Source: an optimization exercise on an open RTL-to-GDS flow (aim: small area, a short achievable clock period and few clock cycles). Production flows keep margins and buffers that such runs may drop.
Function was checked by simulation only, so behaviour that the tests miss may differ from the original.
Power is estimated from default activity; no workload was simulated.

Design nmcu, start of the top module:
module nmcu #(
    parameter ADDR_WIDTH = 16,
    parameter DATABUS_WIDTH = 32,
    parameter MAX_DESCS = 4,
    parameter MAX_INPUT_DIM=4,
    parameter MAX_KERNEL_DIM=3
) (
    input wire clk,
    input wire rst,
    input wire start,
    output reg done,
    input wire [ADDR_WIDTH-1:0] nmcu_desc,
    input wire [ADDR_WIDTH-1:0] input_addr,
    input wire [ADDR_WIDTH-1:0] output_addr,
    input wire [$clog2(MAX_INPUT_DIM):0] full_input_width,
    input wire [$clog2(MAX_INPUT_DIM):0] full_input_height,
    input wire [$clog2(MAX_INPUT_DIM):0] full_output_width,
    input wire [$clog2(MAX_INPUT_DIM):0] full_output_height,
    output reg mem_w,
    output reg mem_sel,
    output wire [ADDR_WIDTH-1:0] address_bus,
    input wire [DATABUS_WIDTH-1:0] data_bus_in,
    output wire [DATABUS_WIDTH-1:0] data_bus_out,
    input wire ready
);
    localparam [2:0] S_IDLE  = 3'd0,
                     S_DESC  = 3'd1,    
                     S_KLOAD = 3'd2,    
                     S_CONV  = 3'd3,    
                     S_LOAD  = 3'd4,    
                     S_MAXP  = 3'd5,    
                     S_WB    = 3'd6,    
                     S_FIN   = 3'd7;
    localparam [1:0] T_NOP = 2'd0, T_CONV = 2'd1, T_MAXP = 2'd2, T_RELU = 2'd3;
    (* fsm_encoding = "none" *) reg [2:0] st;
    reg  [1:0] ph;         
    reg        ph0;        
    reg        l0;         
    reg        pend;       
    reg        got;        
  ...
For scale: roughly 2,900 cells after synthesis, ~780 flip-flops, ~150 I/O pins, ~33,000 um2 of cells after synthesis.
export LEC_CHECK = 0
export ABC_CLOCK_PERIOD_IN_PS = 3500
export CAP_MARGIN = 20
export CORE_MARGIN = 2
export CORE_UTILIZATION = 55
export CTS_BUF_LIST = sky130_fd_sc_hd__clkbuf_16
export CTS_CLUSTER_DIAMETER = 60
export CTS_CLUSTER_SIZE = 28
export PLACE_DENSITY = 0.65
export SLEW_MARGIN = 20
create_clock -name core_clock -period 16.0 [get_ports {clk}]
standard.sh (not shown) runs the stock make flow with config.mk's settings and CLKGATE_MAP_FILE= SYNTH_SCRIPT=/design/flow/synth_recipe.tcl, a recipe that flattens the netlist after the stock synthesis.
==> flow/flow/run.sh <==
#!/bin/bash
# Layout flow: the standard flow (standard.sh), with three changes:
#  - synthesis skips the early "abc -fast" of Yosys's synth command, so that
#    the carry-save adder tree maps to full adders without inverters between
#    them (the registers are the same);
#  - the port buffers are buf_2 cells;
#  - timing repair aims for 11.8 ns of setup slack instead of 0.
# The make run's output goes to standard.log; ORFS keeps each step's log.
set -e
export BUFFER_PORTS_ARGS="-buffer_cell sky130_fd_sc_hd__buf_2"
bash standard.sh SETUP_SLACK_MARGIN=11.4 SYNTH_ARGS=-noabc finish > standard.log 2>&1
The starting point completed without violations.
Testbench counts at the start, summed over its fixed seeds: cycles 16,996.
==> next run, changes <==
--- a/flow/flow/run.sh
+++ b/flow/flow/run.sh
@@ -9,3 +9,3 @@
 set -e
 export BUFFER_PORTS_ARGS="-buffer_cell sky130_fd_sc_hd__buf_2"
-bash standard.sh SETUP_SLACK_MARGIN=11.4 SYNTH_ARGS=-noabc finish > standard.log 2>&1
+bash standard.sh SETUP_SLACK_MARGIN=11.8 SYNTH_ARGS=-noabc finish > standard.log 2>&1
CTS_BUF_LIST = sky130_fd_sc_hd__clkbuf_8 sky130_fd_sc_hd__clkbuf_16   (was sky130_fd_sc_hd__clkbuf_16)
CTS_CLUSTER_SIZE = 20   (was 28)
The changed run finished clean; synthesized area stays the same; worst hold slack gains 0.053 ns; power rises by about 2.4%; sequential power stays flat; sequential cell count does not change; setup slack gains 0.015 ns; combinational power rises by about 5%; count of clock-buffer cells in the layout rises by 6.

========
## S
Starting RTL as in the previous note.
clock: 16.0 ns
lec_check: 0
abc_clock_period_in_ps: 3500
cap_margin: 20
core_margin: 2
core_utilization: 55
cts_buf_list: sky130_fd_sc_hd__clkbuf_16
cts_cluster_diameter: 60
cts_cluster_size: 28
place_density: 0.65
slew_margin: 20
==> flow/flow/run.sh <==
#!/bin/bash
# Layout flow: the standard flow (standard.sh), with three changes:
#  - synthesis skips the early "abc -fast" of Yosys's synth command, so that
#    the carry-save adder tree maps to full adders without inverters between
#    them (the registers are the same);
#  - the port buffers are buf_2 cells;
#  - timing repair aims for 11.8 ns of setup slack instead of 0.
# The make run's output goes to standard.log; ORFS keeps each step's log.
set -e
export BUFFER_PORTS_ARGS="-buffer_cell sky130_fd_sc_hd__buf_2"
bash standard.sh SETUP_SLACK_MARGIN=11.0 SYNTH_ARGS=-noabc finish > standard.log 2>&1
Testbench counts of S, summed over its fixed seeds: cycles 16,996.
Here is what was changed in the inputs of Q compared with S.
diff --git a/flow/flow/run.sh b/flow/flow/run.sh
--- a/flow/flow/run.sh
+++ b/flow/flow/run.sh
@@ -11 +11 @@
-bash standard.sh SETUP_SLACK_MARGIN=11.0 SYNTH_ARGS=-noabc finish > standard.log 2>&1
+bash standard.sh SETUP_SLACK_MARGIN=11.8 SYNTH_ARGS=-noabc finish > standard.log 2>&1
[summary]
No stage failed in Q, and the final checks on the layout all came back clean. Total power consumption of the routed design, Q and S: higher on Q. Q ends up with a iteration count of the initial detailed-routing pass that is 2 higher than in S. Compared with S, Q shows a wire length that is about 3.6% higher.

separate check: timing with driven ports:
The flow's constraints put no driver on any port. The routed layouts listed below were extracted and timed again, unchanged, in two steps.
Step 1 sets driving cells, clkbuf_16 on the clock port and buf_2 on the other inputs (assumed; they add their load-dependent delay and slew).
Step 2, shift: input delay + t, output delay - t, t = (earliest + latest rising clock arrival at the registers) / 2. This alone moves slack from input paths to output paths.
Three values: ideal ports, drivers, drivers and shift; two values: the first two.
run	shift t [ns]	setup slack, ns	slew at the worst register clock pin (ns)	worst data-port slew with drivers (ns)	cell pins on the clock port's net
the first run of note 1	0.693	11.428 / 11.363 / 10.788	0.10 / 0.10	0.08	1
the second run of note 1	0.692	11.443 / 11.376 / 11.124	0.09 / 0.09	0.10	1
S	0.686	11.122 / 11.053 / 10.511	0.10 / 0.10	0.09	1
Q	0.686	11.460 / 11.393 / 11.158	0.11 / 0.11	0.10	1
After both steps every run listed still meets setup and hold. For the first run of note 1, which loses most, drivers alone change the setup slack by -0.065 ns; drivers and shift together by -0.640 ns.
